Source: an optimization exercise on an open RTL-to-GDS flow (aim: small area, a short achievable clock period and few clock cycles per item). Production flows keep margins and buffers that such runs may drop. Function was not checked in any run shown here: the RTL went through the layout flow alone. Power is estimated from default activity; no workload was simulated.

==> flow/design.v, too long to show whole: its modules and the start of the top module <==
// module COMP_Control: 1185 lines
// module FA: 4 lines
// module FAX: 4 lines
// module XOR3: 3 lines
// module MAJ3: 3 lines
// module AOI21: 3 lines
// module OAI21: 3 lines
// module NAND2: 3 lines
// module NOR2: 3 lines
// module XOR2: 3 lines
// module XNOR2: 3 lines
module COMP_Control(
    input clock,
    input rst,
    input start_trigger,
    input reset_act,
    input reset_data,
    input signed [15:0] K0,
    input signed [15:0] K1,
    input signed [15:0] K2,
    input signed [17:0] setPoint,
    input signed [17:0] data,
    output reg busy,
    output wire signed [15:0] COMP_output
    );
  // ...
==> flow/flow/run.sh <==
#!/bin/bash
# The standard layout (standard.sh: the standard flow's synthesis, floorplan, placement,
# CTS, routing) at the design's clock period and constraints, with two
# changes to how hard the resizer works:
#  - repair_timing aims for a setup slack of SETUP_MARGIN ns instead of 0,
#    so the critical paths get sized and buffered although the 12 ns clock
#    would already be met;
#  - the port buffers are buf_2 cells rather than the resizer's pick.
set -euo pipefail
cd "$(dirname "$0")/.."
SETUP_MARGIN=$(cat flow/setup_margin.txt)
bash standard.sh "SETUP_SLACK_MARGIN=$SETUP_MARGIN" \
  "BUFFER_PORTS_ARGS=-buffer_cell sky130_fd_sc_hd__buf_2" finish > standard_make.log 2>&1
==> flow/flow/setup_margin.txt <==
7.0
==> flow/standard.sh <==
#!/bin/bash
# synth_recipe.tcl (not shown) runs the flow's synth.tcl, then flattens the netlist and writes it again
# the make line also repeats each setting of config.mk as NAME=value (left out here)
make -C /OpenROAD-flow-scripts/flow DESIGN_CONFIG=/design/flow/config.mk WORK_HOME=/design/flow/orfs CLKGATE_MAP_FILE= SYNTH_SCRIPT=/design/flow/synth_recipe.tcl "${@:-finish}"
==> flow/config.mk <==
export PLATFORM = sky130hd
export DESIGN_NAME = COMP_Control
export DESIGN_NICKNAME = COMP_Control
export VERILOG_FILES = /design/flow/design.v
export SDC_FILE = /design/flow/constraint.sdc
export NUM_CORES = 4
export LEC_CHECK = 0
export CAP_MARGIN = 20
export CORE_MARGIN = 2
export CORE_UTILIZATION = 40
export SLEW_MARGIN = 20
export SYNTH_HIERARCHICAL = 1
export SYNTH_MINIMUM_KEEP_SIZE = 0
==> flow/constraint.sdc <==
create_clock -name core_clock -period 12.0 [get_ports {clock}]
set_input_delay 2.4000 -clock core_clock [delete_from_list [all_inputs] [get_ports {clock}]]
set_output_delay 2.4000 -clock core_clock [all_outputs]
set_load 0.01 [all_outputs]
==> results.yml, run 1 <==
finish:
  nonClockInverterCount: 60
  multiInputGateArea_um2: 13500
  multi_input_area_share: 0.718
  final-nonclk-buf-share: 0.0562
floorplan:
  rows: 73
  floorplan.initialDensity: 0.407
  die_area_um2: 42300
  ios: 106
hold_path:
  hold_depth: 2
  hold_end: "e1[6]$_SDFFE_PP0P_"
yosys:
  ys_top_cells_by_area: "fa_1 26%, dfxtp_1 17%, xnor2_1 12%"
  synthTopCellsByCount: "414 x nand2_1, 215 x xnor2_1, 211 x fa_1, 154 x a21oi_1, 137 x dfxtp_1"
  yosys_register_bits: 137
  yosysMostFrequentCell: "nand2_1"
  syn_area_per_cell_um2: 8.38
global_routing:
  grt_busiest_layer: "met2"
  grt_usage: 0.249
  grt_use_met2: 0.402
  grtUsageMet3: 0.0531
  grt_pass1_vias: 14800
  grtUsageMet1: 0.316
  grt_pass1_wl_um: 80800
power_and_ir_drop:
  power_leader: "combinational logic"
  comb_power_share: 0.476
  p_int_mw: 1.29
place:
  place_congestion: 0.876
  place_inst: 2478
  hpwl_um: 36500
cts:
  clk_latency_ps: 470
  cts_tree: "done"
  ctsResizeCount: 66
  cts_num_sinks: 137
  cts-buffers-inserted: 17
sta:
  fin_skew_ps: 15.7
  setup_ws_ps: 6450
  tns_ps: 0
  min_period_over_period: 0.463
setup_path:
  cpMostUsedCell: "fa_2"
  startpoint: "K1[12]"
  crit_path_top_delay_cell: "fa_1"
  cp.depth: 13
status:
  status: "no timing/DRC/antenna violations"
==> run 2, diff against run 1 <==
--- a/flow/design.v
+++ b/flow/design.v
@@ -7,24 +7,28 @@
     input signed [15:0] K0,
     input signed [15:0] K1,
     input signed [15:0] K2,
     input signed [17:0] setPoint,
     input signed [17:0] data,
     output reg busy,
     output wire signed [15:0] COMP_output
     );
-    reg [18:0] e0, e1, e2;
+    reg [18:0] e0, e1;
     reg [47:0] S, C;
+    reg [15:0] Kr;
     reg sB, sC;    
     wire load = start_trigger & ~busy & ~reset_act & ~rst;
     wire clr_all = rst | (reset_act & reset_data);
     wire [18:0] diff = {setPoint[17], setPoint} - {data[17], data};
-    wire [15:0] Km = (K2 & {16{~busy}}) | (K1 & {16{sB}}) | (K0 & {16{sC}});
+    wire [15:0] Km;
+    KMUX umA (.busy(busy), .kr(Kr), .k2(K2), .y(Km));
     wire acc_en = load | busy;
+    wire [15:0] KmB;    
+    KMUX umB (.busy(busy), .kr(Kr), .k2(K2), .y(KmB));
     wire d0_one = e1[0] ^ 1'b0;
     wire d0_two = (e1[1] & ~e1[0] & ~1'b0) | (~e1[1] & e1[0] & 1'b0);
     wire d0_neg = (e1[1] & ~(e1[0] & 1'b0)) ^ sB;
     wire d0_pp0 = ((d0_one & Km[0])) ^ d0_neg;
     wire d0_pp1 = ((d0_one & Km[1]) | (d0_two & Km[0])) ^ d0_neg;
     wire d0_pp2 = ((d0_one & Km[2]) | (d0_two & Km[1])) ^ d0_neg;
     wire d0_pp3 = ((d0_one & Km[3]) | (d0_two & Km[2])) ^ d0_neg;
     wire d0_pp4 = ((d0_one & Km[4]) | (d0_two & Km[3])) ^ d0_neg;
@@ -118,113 +122,113 @@
     wire d4_pp12 = ((d4_one & Km[12]) | (d4_two & Km[11])) ^ d4_neg;
     wire d4_pp13 = ((d4_one & Km[13]) | (d4_two & Km[12])) ^ d4_neg;
     wire d4_pp14 = ((d4_one & Km[14]) | (d4_two & Km[13])) ^ d4_neg;
     wire d4_pp15 = ((d4_one & Km[15]) | (d4_two & Km[14])) ^ d4_neg;
     wire d4_pp16 = ((d4_two & Km[15])) ^ d4_neg;
     wire d5_one = e1[10] ^ e1[9];
     wire d5_two = (e1[11] & ~e1[10] & ~e1[9]) | (~e1[11] & e1[10] & e1[9]);
     wire d5_neg = (e1[11] & ~(e1[10] & e1[9])) ^ sB;
-    wire d5_pp0 = ((d5_one & Km[0])) ^ d5_neg;
-    wire d5_pp1 = ((d5_one & Km[1]) | (d5_two & Km[0])) ^ d5_neg;
-    wire d5_pp2 = ((d5_one & Km[2]) | (d5_two & Km[1])) ^ d5_neg;
-    wire d5_pp3 = ((d5_one & Km[3]) | (d5_two & Km[2])) ^ d5_neg;
-    wire d5_pp4 = ((d5_one & Km[4]) | (d5_two & Km[3])) ^ d5_neg;
-    wire d5_pp5 = ((d5_one & Km[5]) | (d5_two & Km[4])) ^ d5_neg;
-    wire d5_pp6 = ((d5_one & Km[6]) | (d5_two & Km[5])) ^ d5_neg;
-    wire d5_pp7 = ((d5_one & Km[7]) | (d5_two & Km[6])) ^ d5_neg;
-    wire d5_pp8 = ((d5_one & Km[8]) | (d5_two & Km[7])) ^ d5_neg;
-    wire d5_pp9 = ((d5_one & Km[9]) | (d5_two & Km[8])) ^ d5_neg;
-    wire d5_pp10 = ((d5_one & Km[10]) | (d5_two & Km[9])) ^ d5_neg;
-    wire d5_pp11 = ((d5_one & Km[11]) | (d5_two & Km[10])) ^ d5_neg;
-    wire d5_pp12 = ((d5_one & Km[12]) | (d5_two & Km[11])) ^ d5_neg;
-    wire d5_pp13 = ((d5_one & Km[13]) | (d5_two & Km[12])) ^ d5_neg;
-    wire d5_pp14 = ((d5_one & Km[14]) | (d5_two & Km[13])) ^ d5_neg;
-    wire d5_pp15 = ((d5_one & Km[15]) | (d5_two & Km[14])) ^ d5_neg;
-    wire d5_pp16 = ((d5_two & Km[15])) ^ d5_neg;
+    wire d5_pp0 = ((d5_one & KmB[0])) ^ d5_neg;
+    wire d5_pp1 = ((d5_one & KmB[1]) | (d5_two & KmB[0])) ^ d5_neg;
+    wire d5_pp2 = ((d5_one & KmB[2]) | (d5_two & KmB[1])) ^ d5_neg;
+    wire d5_pp3 = ((d5_one & KmB[3]) | (d5_two & KmB[2])) ^ d5_neg;
+    wire d5_pp4 = ((d5_one & KmB[4]) | (d5_two & KmB[3])) ^ d5_neg;
+    wire d5_pp5 = ((d5_one & KmB[5]) | (d5_two & KmB[4])) ^ d5_neg;
+    wire d5_pp6 = ((d5_one & KmB[6]) | (d5_two & KmB[5])) ^ d5_neg;
+    wire d5_pp7 = ((d5_one & KmB[7]) | (d5_two & KmB[6])) ^ d5_neg;
+    wire d5_pp8 = ((d5_one & KmB[8]) | (d5_two & KmB[7])) ^ d5_neg;
+    wire d5_pp9 = ((d5_one & KmB[9]) | (d5_two & KmB[8])) ^ d5_neg;
+    wire d5_pp10 = ((d5_one & KmB[10]) | (d5_two & KmB[9])) ^ d5_neg;
+    wire d5_pp11 = ((d5_one & KmB[11]) | (d5_two & KmB[10])) ^ d5_neg;
+    wire d5_pp12 = ((d5_one & KmB[12]) | (d5_two & KmB[11])) ^ d5_neg;
+    wire d5_pp13 = ((d5_one & KmB[13]) | (d5_two & KmB[12])) ^ d5_neg;
+    wire d5_pp14 = ((d5_one & KmB[14]) | (d5_two & KmB[13])) ^ d5_neg;
+    wire d5_pp15 = ((d5_one & KmB[15]) | (d5_two & KmB[14])) ^ d5_neg;
+    wire d5_pp16 = ((d5_two & KmB[15])) ^ d5_neg;
     wire d6_one = e1[12] ^ e1[11];
     wire d6_two = (e1[13] & ~e1[12] & ~e1[11]) | (~e1[13] & e1[12] & e1[11]);
     wire d6_neg = (e1[13] & ~(e1[12] & e1[11])) ^ sB;
-    wire d6_pp0 = ((d6_one & Km[0])) ^ d6_neg;
-    wire d6_pp1 = ((d6_one & Km[1]) | (d6_two & Km[0])) ^ d6_neg;
-    wire d6_pp2 = ((d6_one & Km[2]) | (d6_two & Km[1])) ^ d6_neg;
-    wire d6_pp3 = ((d6_one & Km[3]) | (d6_two & Km[2])) ^ d6_neg;
-    wire d6_pp4 = ((d6_one & Km[4]) | (d6_two & Km[3])) ^ d6_neg;
-    wire d6_pp5 = ((d6_one & Km[5]) | (d6_two & Km[4])) ^ d6_neg;
-    wire d6_pp6 = ((d6_one & Km[6]) | (d6_two & Km[5])) ^ d6_neg;
-    wire d6_pp7 = ((d6_one & Km[7]) | (d6_two & Km[6])) ^ d6_neg;
-    wire d6_pp8 = ((d6_one & Km[8]) | (d6_two & Km[7])) ^ d6_neg;
-    wire d6_pp9 = ((d6_one & Km[9]) | (d6_two & Km[8])) ^ d6_neg;
-    wire d6_pp10 = ((d6_one & Km[10]) | (d6_two & Km[9])) ^ d6_neg;
-    wire d6_pp11 = ((d6_one & Km[11]) | (d6_two & Km[10])) ^ d6_neg;
-    wire d6_pp12 = ((d6_one & Km[12]) | (d6_two & Km[11])) ^ d6_neg;
-    wire d6_pp13 = ((d6_one & Km[13]) | (d6_two & Km[12])) ^ d6_neg;
-    wire d6_pp14 = ((d6_one & Km[14]) | (d6_two & Km[13])) ^ d6_neg;
-    wire d6_pp15 = ((d6_one & Km[15]) | (d6_two & Km[14])) ^ d6_neg;
-    wire d6_pp16 = ((d6_two & Km[15])) ^ d6_neg;
+    wire d6_pp0 = ((d6_one & KmB[0])) ^ d6_neg;
+    wire d6_pp1 = ((d6_one & KmB[1]) | (d6_two & KmB[0])) ^ d6_neg;
+    wire d6_pp2 = ((d6_one & KmB[2]) | (d6_two & KmB[1])) ^ d6_neg;
+    wire d6_pp3 = ((d6_one & KmB[3]) | (d6_two & KmB[2])) ^ d6_neg;
+    wire d6_pp4 = ((d6_one & KmB[4]) | (d6_two & KmB[3])) ^ d6_neg;
+    wire d6_pp5 = ((d6_one & KmB[5]) | (d6_two & KmB[4])) ^ d6_neg;
+    wire d6_pp6 = ((d6_one & KmB[6]) | (d6_two & KmB[5])) ^ d6_neg;
+    wire d6_pp7 = ((d6_one & KmB[7]) | (d6_two & KmB[6])) ^ d6_neg;
+    wire d6_pp8 = ((d6_one & KmB[8]) | (d6_two & KmB[7])) ^ d6_neg;
+    wire d6_pp9 = ((d6_one & KmB[9]) | (d6_two & KmB[8])) ^ d6_neg;
+    wire d6_pp10 = ((d6_one & KmB[10]) | (d6_two & KmB[9])) ^ d6_neg;
+    wire d6_pp11 = ((d6_one & KmB[11]) | (d6_two & KmB[10])) ^ d6_neg;
+    wire d6_pp12 = ((d6_one & KmB[12]) | (d6_two & KmB[11])) ^ d6_neg;
+    wire d6_pp13 = ((d6_one & KmB[13]) | (d6_two & KmB[12])) ^ d6_neg;
+    wire d6_pp14 = ((d6_one & KmB[14]) | (d6_two & KmB[13])) ^ d6_neg;
+    wire d6_pp15 = ((d6_one & KmB[15]) | (d6_two & KmB[14])) ^ d6_neg;
+    wire d6_pp16 = ((d6_two & KmB[15])) ^ d6_neg;
     wire d7_one = e1[14] ^ e1[13];
     wire d7_two = (e1[15] & ~e1[14] & ~e1[13]) | (~e1[15] & e1[14] & e1[13]);
     wire d7_neg = (e1[15] & ~(e1[14] & e1[13])) ^ sB;
-    wire d7_pp0 = ((d7_one & Km[0])) ^ d7_neg;
-    wire d7_pp1 = ((d7_one & Km[1]) | (d7_two & Km[0])) ^ d7_neg;
-    wire d7_pp2 = ((d7_one & Km[2]) | (d7_two & Km[1])) ^ d7_neg;
-    wire d7_pp3 = ((d7_one & Km[3]) | (d7_two & Km[2])) ^ d7_neg;
-    wire d7_pp4 = ((d7_one & Km[4]) | (d7_two & Km[3])) ^ d7_neg;
-    wire d7_pp5 = ((d7_one & Km[5]) | (d7_two & Km[4])) ^ d7_neg;
-    wire d7_pp6 = ((d7_one & Km[6]) | (d7_two & Km[5])) ^ d7_neg;
-    wire d7_pp7 = ((d7_one & Km[7]) | (d7_two & Km[6])) ^ d7_neg;
-    wire d7_pp8 = ((d7_one & Km[8]) | (d7_two & Km[7])) ^ d7_neg;
-    wire d7_pp9 = ((d7_one & Km[9]) | (d7_two & Km[8])) ^ d7_neg;
-    wire d7_pp10 = ((d7_one & Km[10]) | (d7_two & Km[9])) ^ d7_neg;
-    wire d7_pp11 = ((d7_one & Km[11]) | (d7_two & Km[10])) ^ d7_neg;
-    wire d7_pp12 = ((d7_one & Km[12]) | (d7_two & Km[11])) ^ d7_neg;
-    wire d7_pp13 = ((d7_one & Km[13]) | (d7_two & Km[12])) ^ d7_neg;
-    wire d7_pp14 = ((d7_one & Km[14]) | (d7_two & Km[13])) ^ d7_neg;
-    wire d7_pp15 = ((d7_one & Km[15]) | (d7_two & Km[14])) ^ d7_neg;
-    wire d7_pp16 = ((d7_two & Km[15])) ^ d7_neg;
+    wire d7_pp0 = ((d7_one & KmB[0])) ^ d7_neg;
+    wire d7_pp1 = ((d7_one & KmB[1]) | (d7_two & KmB[0])) ^ d7_neg;
+    wire d7_pp2 = ((d7_one & KmB[2]) | (d7_two & KmB[1])) ^ d7_neg;
+    wire d7_pp3 = ((d7_one & KmB[3]) | (d7_two & KmB[2])) ^ d7_neg;
+    wire d7_pp4 = ((d7_one & KmB[4]) | (d7_two & KmB[3])) ^ d7_neg;
+    wire d7_pp5 = ((d7_one & KmB[5]) | (d7_two & KmB[4])) ^ d7_neg;
+    wire d7_pp6 = ((d7_one & KmB[6]) | (d7_two & KmB[5])) ^ d7_neg;
+    wire d7_pp7 = ((d7_one & KmB[7]) | (d7_two & KmB[6])) ^ d7_neg;
+    wire d7_pp8 = ((d7_one & KmB[8]) | (d7_two & KmB[7])) ^ d7_neg;
+    wire d7_pp9 = ((d7_one & KmB[9]) | (d7_two & KmB[8])) ^ d7_neg;
+    wire d7_pp10 = ((d7_one & KmB[10]) | (d7_two & KmB[9])) ^ d7_neg;
+    wire d7_pp11 = ((d7_one & KmB[11]) | (d7_two & KmB[10])) ^ d7_neg;
+    wire d7_pp12 = ((d7_one & KmB[12]) | (d7_two & KmB[11])) ^ d7_neg;
+    wire d7_pp13 = ((d7_one & KmB[13]) | (d7_two & KmB[12])) ^ d7_neg;
+    wire d7_pp14 = ((d7_one & KmB[14]) | (d7_two & KmB[13])) ^ d7_neg;
+    wire d7_pp15 = ((d7_one & KmB[15]) | (d7_two & KmB[14])) ^ d7_neg;
+    wire d7_pp16 = ((d7_two & KmB[15])) ^ d7_neg;
     wire d8_one = e1[16] ^ e1[15];
     wire d8_two = (e1[17] & ~e1[16] & ~e1[15]) | (~e1[17] & e1[16] & e1[15]);
     wire d8_neg = (e1[17] & ~(e1[16] & e1[15])) ^ sB;
-    wire d8_pp0 = ((d8_one & Km[0])) ^ d8_neg;
-    wire d8_pp1 = ((d8_one & Km[1]) | (d8_two & Km[0])) ^ d8_neg;
-    wire d8_pp2 = ((d8_one & Km[2]) | (d8_two & Km[1])) ^ d8_neg;
-    wire d8_pp3 = ((d8_one & Km[3]) | (d8_two & Km[2])) ^ d8_neg;
-    wire d8_pp4 = ((d8_one & Km[4]) | (d8_two & Km[3])) ^ d8_neg;
-    wire d8_pp5 = ((d8_one & Km[5]) | (d8_two & Km[4])) ^ d8_neg;
-    wire d8_pp6 = ((d8_one & Km[6]) | (d8_two & Km[5])) ^ d8_neg;
-    wire d8_pp7 = ((d8_one & Km[7]) | (d8_two & Km[6])) ^ d8_neg;
-    wire d8_pp8 = ((d8_one & Km[8]) | (d8_two & Km[7])) ^ d8_neg;
-    wire d8_pp9 = ((d8_one & Km[9]) | (d8_two & Km[8])) ^ d8_neg;
-    wire d8_pp10 = ((d8_one & Km[10]) | (d8_two & Km[9])) ^ d8_neg;
-    wire d8_pp11 = ((d8_one & Km[11]) | (d8_two & Km[10])) ^ d8_neg;
-    wire d8_pp12 = ((d8_one & Km[12]) | (d8_two & Km[11])) ^ d8_neg;
-    wire d8_pp13 = ((d8_one & Km[13]) | (d8_two & Km[12])) ^ d8_neg;
-    wire d8_pp14 = ((d8_one & Km[14]) | (d8_two & Km[13])) ^ d8_neg;
-    wire d8_pp15 = ((d8_one & Km[15]) | (d8_two & Km[14])) ^ d8_neg;
-    wire d8_pp16 = ((d8_two & Km[15])) ^ d8_neg;
+    wire d8_pp0 = ((d8_one & KmB[0])) ^ d8_neg;
+    wire d8_pp1 = ((d8_one & KmB[1]) | (d8_two & KmB[0])) ^ d8_neg;
+    wire d8_pp2 = ((d8_one & KmB[2]) | (d8_two & KmB[1])) ^ d8_neg;
+    wire d8_pp3 = ((d8_one & KmB[3]) | (d8_two & KmB[2])) ^ d8_neg;
+    wire d8_pp4 = ((d8_one & KmB[4]) | (d8_two & KmB[3])) ^ d8_neg;
+    wire d8_pp5 = ((d8_one & KmB[5]) | (d8_two & KmB[4])) ^ d8_neg;
+    wire d8_pp6 = ((d8_one & KmB[6]) | (d8_two & KmB[5])) ^ d8_neg;
+    wire d8_pp7 = ((d8_one & KmB[7]) | (d8_two & KmB[6])) ^ d8_neg;
+    wire d8_pp8 = ((d8_one & KmB[8]) | (d8_two & KmB[7])) ^ d8_neg;
+    wire d8_pp9 = ((d8_one & KmB[9]) | (d8_two & KmB[8])) ^ d8_neg;
+    wire d8_pp10 = ((d8_one & KmB[10]) | (d8_two & KmB[9])) ^ d8_neg;
+    wire d8_pp11 = ((d8_one & KmB[11]) | (d8_two & KmB[10])) ^ d8_neg;
+    wire d8_pp12 = ((d8_one & KmB[12]) | (d8_two & KmB[11])) ^ d8_neg;
+    wire d8_pp13 = ((d8_one & KmB[13]) | (d8_two & KmB[12])) ^ d8_neg;
+    wire d8_pp14 = ((d8_one & KmB[14]) | (d8_two & KmB[13])) ^ d8_neg;
+    wire d8_pp15 = ((d8_one & KmB[15]) | (d8_two & KmB[14])) ^ d8_neg;
+    wire d8_pp16 = ((d8_two & KmB[15])) ^ d8_neg;
     wire d9_one = e1[18] ^ e1[17];
     wire d9_two = (e1[18] & ~e1[18] & ~e1[17]) | (~e1[18] & e1[18] & e1[17]);
     wire d9_neg = (e1[18] & ~(e1[18] & e1[17])) ^ sB;
-    wire d9_pp0 = ((d9_one & Km[0])) ^ d9_neg;
-    wire d9_pp1 = ((d9_one & Km[1]) | (d9_two & Km[0])) ^ d9_neg;
-    wire d9_pp2 = ((d9_one & Km[2]) | (d9_two & Km[1])) ^ d9_neg;
-    wire d9_pp3 = ((d9_one & Km[3]) | (d9_two & Km[2])) ^ d9_neg;
-    wire d9_pp4 = ((d9_one & Km[4]) | (d9_two & Km[3])) ^ d9_neg;
-    wire d9_pp5 = ((d9_one & Km[5]) | (d9_two & Km[4])) ^ d9_neg;
-    wire d9_pp6 = ((d9_one & Km[6]) | (d9_two & Km[5])) ^ d9_neg;
-    wire d9_pp7 = ((d9_one & Km[7]) | (d9_two & Km[6])) ^ d9_neg;
-    wire d9_pp8 = ((d9_one & Km[8]) | (d9_two & Km[7])) ^ d9_neg;
-    wire d9_pp9 = ((d9_one & Km[9]) | (d9_two & Km[8])) ^ d9_neg;
-    wire d9_pp10 = ((d9_one & Km[10]) | (d9_two & Km[9])) ^ d9_neg;
-    wire d9_pp11 = ((d9_one & Km[11]) | (d9_two & Km[10])) ^ d9_neg;
-    wire d9_pp12 = ((d9_one & Km[12]) | (d9_two & Km[11])) ^ d9_neg;
-    wire d9_pp13 = ((d9_one & Km[13]) | (d9_two & Km[12])) ^ d9_neg;
-    wire d9_pp14 = ((d9_one & Km[14]) | (d9_two & Km[13])) ^ d9_neg;
-    wire d9_pp15 = ((d9_one & Km[15]) | (d9_two & Km[14])) ^ d9_neg;
-    wire d9_pp16 = ((d9_two & Km[15])) ^ d9_neg;
+    wire d9_pp0 = ((d9_one & KmB[0])) ^ d9_neg;
+    wire d9_pp1 = ((d9_one & KmB[1]) | (d9_two & KmB[0])) ^ d9_neg;
+    wire d9_pp2 = ((d9_one & KmB[2]) | (d9_two & KmB[1])) ^ d9_neg;
+    wire d9_pp3 = ((d9_one & KmB[3]) | (d9_two & KmB[2])) ^ d9_neg;
+    wire d9_pp4 = ((d9_one & KmB[4]) | (d9_two & KmB[3])) ^ d9_neg;
+    wire d9_pp5 = ((d9_one & KmB[5]) | (d9_two & KmB[4])) ^ d9_neg;
+    wire d9_pp6 = ((d9_one & KmB[6]) | (d9_two & KmB[5])) ^ d9_neg;
+    wire d9_pp7 = ((d9_one & KmB[7]) | (d9_two & KmB[6])) ^ d9_neg;
+    wire d9_pp8 = ((d9_one & KmB[8]) | (d9_two & KmB[7])) ^ d9_neg;
+    wire d9_pp9 = ((d9_one & KmB[9]) | (d9_two & KmB[8])) ^ d9_neg;
+    wire d9_pp10 = ((d9_one & KmB[10]) | (d9_two & KmB[9])) ^ d9_neg;
+    wire d9_pp11 = ((d9_one & KmB[11]) | (d9_two & KmB[10])) ^ d9_neg;
+    wire d9_pp12 = ((d9_one & KmB[12]) | (d9_two & KmB[11])) ^ d9_neg;
+    wire d9_pp13 = ((d9_one & KmB[13]) | (d9_two & KmB[12])) ^ d9_neg;
+    wire d9_pp14 = ((d9_one & KmB[14]) | (d9_two & KmB[13])) ^ d9_neg;
+    wire d9_pp15 = ((d9_one & KmB[15]) | (d9_two & KmB[14])) ^ d9_neg;
+    wire d9_pp16 = ((d9_two & KmB[15])) ^ d9_neg;
     wire h1_s = S[12] ^ C[12];
     wire h1_c = S[12] & C[12];
     wire h2_s = S[13] ^ C[13];
     wire h2_c = S[13] & C[13];
     wire f3_s, f3_c;
     FA uf3 (.a(S[14]), .b(C[14]), .c(d0_pp14), .s(f3_s), .co(f3_c));
     wire h4_s = d1_pp12 ^ d2_pp10;
     wire h4_c = d1_pp12 & d2_pp10;
@@ -1145,42 +1149,41 @@
     assign C_n[44] = f246_s;
     assign S_n[45] = f246_c;
     assign C_n[45] = f247_s;
     assign S_n[46] = f247_c;
     assign C_n[46] = f248_s;
     assign S_n[47] = f248_c;
     assign C_n[47] = f249_s;
     always @(posedge clock) begin
+        Kr <= sB ? K0 : K1;
         if (rst) begin
             busy <= 1'b0;
             sB <= 1'b0;
             sC <= 1'b0;
         end else begin
             busy <= load | sB;
             sB <= load;
             sC <= sB;
         end
         if (clr_all) begin
             S <= 48'd0;
             C <= 48'd0;
             e0 <= 19'd0;
             e1 <= 19'd0;
-            e2 <= 19'd0;
         end else begin
             if (acc_en) begin
                 S <= S_n;
                 C <= C_n;
             end
             if (reset_act) begin
                 e0 <= 19'd0;
             end else if (load) begin
                 e0 <= diff;
                 e1 <= e0;
-                e2 <= e1;
             end else if (busy) begin
                 e0 <= e1;
                 e1 <= e0;
             end
         end
     end
 endmodule
 module FA(input a, input b, input c, output s, output co);
@@ -1192,16 +1195,19 @@
     MAJ3 um (.a(a), .b(b), .c(c), .y(co));
 endmodule
 module XOR3(input a, input b, input c, output y);
     assign y = a ^ b ^ c;
 endmodule
 module MAJ3(input a, input b, input c, output y);
     assign y = (a & b) | (a & c) | (b & c);
 endmodule
+module KMUX(input busy, input [15:0] kr, input [15:0] k2, output [15:0] y);
+    assign y = busy ? kr : k2;
+endmodule
 module AOI21(input a, input b, input c, output y);    
     assign y = ~(a | (b & c));
 endmodule
 module OAI21(input a, input b, input c, output y);    
     assign y = ~(a & (b | c));
 endmodule
 module NAND2(input a, input b, output y);
     assign y = ~(a & b);
==> flow/flow/setup_margin.txt (replaced) <==
6.6
==> flow/config.mk (replaced) <==
export PLATFORM = sky130hd
export DESIGN_NAME = COMP_Control
export DESIGN_NICKNAME = COMP_Control
export VERILOG_FILES = /design/flow/design.v
export SDC_FILE = /design/flow/constraint.sdc
export NUM_CORES = 4
export LEC_CHECK = 0
export CAP_MARGIN = 20
export CORE_MARGIN = 2
export CORE_UTILIZATION = 40
export CTS_BUF_LIST = sky130_fd_sc_hd__clkbuf_8
export SLEW_MARGIN = 20
export SYNTH_HIERARCHICAL = 1
export SYNTH_MINIMUM_KEEP_SIZE = 0
==> results.yml, run 2 <==
cts:
  clk_pin_slew_ps: 90
  cts_num_sinks: 152
  cts_buffer_depth: 2
  ctsRootBufferMaster: "clkbuf_8"
  clk_latency_ps: 490
  cts-buffers-inserted: 17
  cts_tree: "done"
  cts_htree_levels: 4
yosys:
  synth_xor_xnor_area_share: 0.126
  synthTopCellsByCount: "365 x nand2_1, 211 x fa_1, 205 x xnor2_1, 160 x a21oi_1, 152 x dfxtp_1"
  synth_compound_area_frac: 0.178
  synth_cell_type_count: 54
  ys_top_cells_by_area: "fa_1 25%, dfxtp_1 18%, xnor2_1 11%"
  synth_mux_area_frac: 0.0415
  yosysMostFrequentCell: "nand2_1"
  synth-edff-count: 0
  synth_top_area_share: 0.252
  ys_seq_area_frac: 0.181
  syn_inst: 1941
  ys_warn_count: 7
  yosys.area.top_type: "fa_1"
  synth-adder-area-share: 0.290
  synth-main-ff-cell: "dfxtp_1"
  syn_area_per_cell_um2: 8.64
  synthSimpleGateAreaFrac: 0.136
  async_reset_ff_frac: 0
  synth_top_family_by_area: "adder cells"
  yosys_register_bits: 152
  synth_area_um2: 16800
floorplan:
  core_um2: 41700
  ios: 106
  floorplan.initialDensity: 0.403
  die_w_um: 209
  die_y_um: 209
  die_area_um2: 43600
  rows: 75
place:
  place_inst: 2481
  numPortBuffers: 105
  hpwl_um: 36100
  placed_area_um2: 17700
  place_congestion: 0.896
sta:
  slew_headroom: 0.272
  finalSetupViolations: 0
  hold_viol_final: 0
  min_period_over_period: 0.454
  tns_ps: 0
  rsz0062_at_grt: "yes"
  worst_pin_slew_ps: 1090
  period_minus_slack_ps: 5450
  fmax_mhz: 184
  slew_viol_final: 0
  whs_ps: 453
  fin_skew_ps: 16.5
detailed_routing:
  vias_per_cell: 5.41
  wirelength_um: 47300
  vias: 13600
  firstDrtPassIters: 7
  drt_iter0_drc: 859
  drc: 0
  wl_per_cell_um: 18.8
  antenna_left: 0
status:
  status: "no timing/DRC/antenna violations"
setup_path:
  critPathRequiredTime_ps: 12330
  crit_path_max_fanout: 9
  endpoint_kind: "flop"
  arrival_ps: 5780
  crit_path_start_kind: "input pin"
  critical_path_class: "input pin to flop"
finish:
  area_growth_pct: 8.81
  finalNetCount: 2318
  diodes: 0
  finish.utilization: 0.438
  layout_commonest_cell: "nand2_1"
  mostFrequentLayoutCells: "364 x nand2_1, 203 x xnor2_1, 195 x fa_1"
  fillers: 4155
  reg_top3: "C (48), S (48)"
  finalInstanceArea_um2: 18300
  final_layout_size_suffix_gt1_frac: 0.163
  final-instance-count-excl-fill: 2519
global_routing:
  grt_usage: 0.223
  grt_pass1_vias: 14000
  grt.overflow.total: 0
  grt_pass1_wl_um: 76800
  antenna_found_initial: 0
  grt_max_degree: 101
power_and_ir_drop:
  peakVddDrop_mv: 0.0697
  power_density_nw_per_um2: 112
  p_leak_nw: 6.71
run:
  maxCapViolations: 0
hold_path:
  min_path_type: "flop to flop"
## run 2: power by group
group / switching [mW] / leakage, nW / total, mW / internal [mW]
combinational: 0.567 / 5.28 / 1.02 / 0.449
sequential: 0.0770 / 1.24 / 0.629 / 0.552
clock: 0.216 / 0.186 / 0.400 / 0.184
## run 2: per-layer routing
metal / wire [um] / up-vias / GRT usage
met5: 0 / - / 0
met2: 22800 / 390 / 0.376
met4: 1570 / 0 / 0.0872
li1: - / 6509 / -
met1: 20500 / 6639 / 0.288
met3: 2450 / 80 / 0.0350
## run 2: critical path, stage by stage
cell and delay [ps]:
buf_2 110, mux2_4 340, a22oi_1 270, xnor2_1 140, fa_1 560, fa_2 460
fa_1 410, fa_2 540, fa_1 400, nand2_1 70, a21oi_1 80
## run 2: area by class of cell
class / instances / area [um^2] / area share
sequential: 152 / 3050 / 0.167
timing repair buffer: 129 / 726 / 0.0398
clock buffer: 17 / 234 / 0.0128
tap: 539 / 674 / 0.0369
inverter: 61 / 229 / 0.0125
multi-input combinational: 1606 / 13200 / 0.723
clock inverter: 15 / 151 / 0.00829
## run 2: worst paths after layout
kind / start / to / slack [ps] / cells after the start
hold / removal: e0[15]$_SDFFE_PP0N_ / e1[15]$_SDFFE_PP0P_ / 450 / 2
setup reg to reg: sB$_SDFF_PP0_ / C[19]$_SDFFE_PP0N_ / 6910 / 11
hold reg to reg: e0[15]$_SDFFE_PP0N_ / e1[15]$_SDFFE_PP0P_ / 450 / 2
setup / recovery: K2[8] / C[19]$_SDFFE_PP0N_ / 6550 / 11
## run 2: logic make-up after synthesis
family	count (synthesis)
AO/OA/AOI/OAI	474
XOR/XNOR	241
adder cells (fa/ha/maj)	262
buffers and inverters	191
flip-flops	152
multiplexers	56
other	1
AND/OR/NAND/NOR	564
## run 2: what timing repair did
| item | 4_1_cts | 5_1_grt |
|---|---|---|
| pin swaps | 0 | 7 |
| buffers inserted | 0 | 4 |
| endpoints found under the setup margin | 5 | 13 |
| hold buffers | 0 | 0 |
| cloned | 0 | 2 |
| resized for setup | 2 | 28 |
## run 2: per-module statistics from Yosys (local to each module, per instance)
module	times used	area, um^2	cells inside	flip-flops and latches
NAND2	92	3.75	1	0
COMP_Control	1	10500	1362	152
AOI21	55	8.76	1	0
OAI21	79	5.00	1	0
KMUX	2	249	18	0
NOR2	107	3.75	1	0
FA	210	20.0	1	0
## run 2: per-stage QoR
stage                     setup slack, ps  power, mW
final                                6550       2.05
after global placement               6030       1.63
after CTS                            6590       2.06
after detailed placement             6010       1.65
after global routing                 6540       2.23
after floorplan                      6320       1.37

## afterwards: timing with drivers on the ports
The results above use ideal ports. As a check the final layouts listed here were re-extracted and re-timed, cells and wires unchanged. Step 1 (the two cells are an assumption about what drives the block):
set clk [get_ports {clock}]
set_driving_cell -lib_cell sky130_fd_sc_hd__clkbuf_16 $clk
set_driving_cell -lib_cell sky130_fd_sc_hd__buf_2 [delete_from_list [all_inputs] $clk]
Step 2 adds t to the input delays and takes it off the output delays; t is the mean of the earliest and latest rising clock arrival at the registers after step 1. Input paths then give back, and output paths get back, about the clock's delay inside the block. Three values: ideal, step 1, step 2; two values: the first two.
| run | shift t [ns] | setup slack, ns | hold WS [ns] | worst setup path at the end | worst register clock-pin slew, ns |
|---|---|---|---|---|---|
| run 1 | 0.512 | 6.447 / 6.481 / 5.970 | 0.452 / 0.452 / 0.452 | input to register | 0.08 / 0.08 |
| run 2 | 0.532 | 6.553 / 6.583 / 6.051 | 0.453 / 0.453 / 0.453 | input to register | 0.09 / 0.09 |
After both steps every run listed still meets setup and hold. For run 2, which loses most, drivers alone change the setup slack by +0.030 ns; drivers and shift together by -0.502 ns.
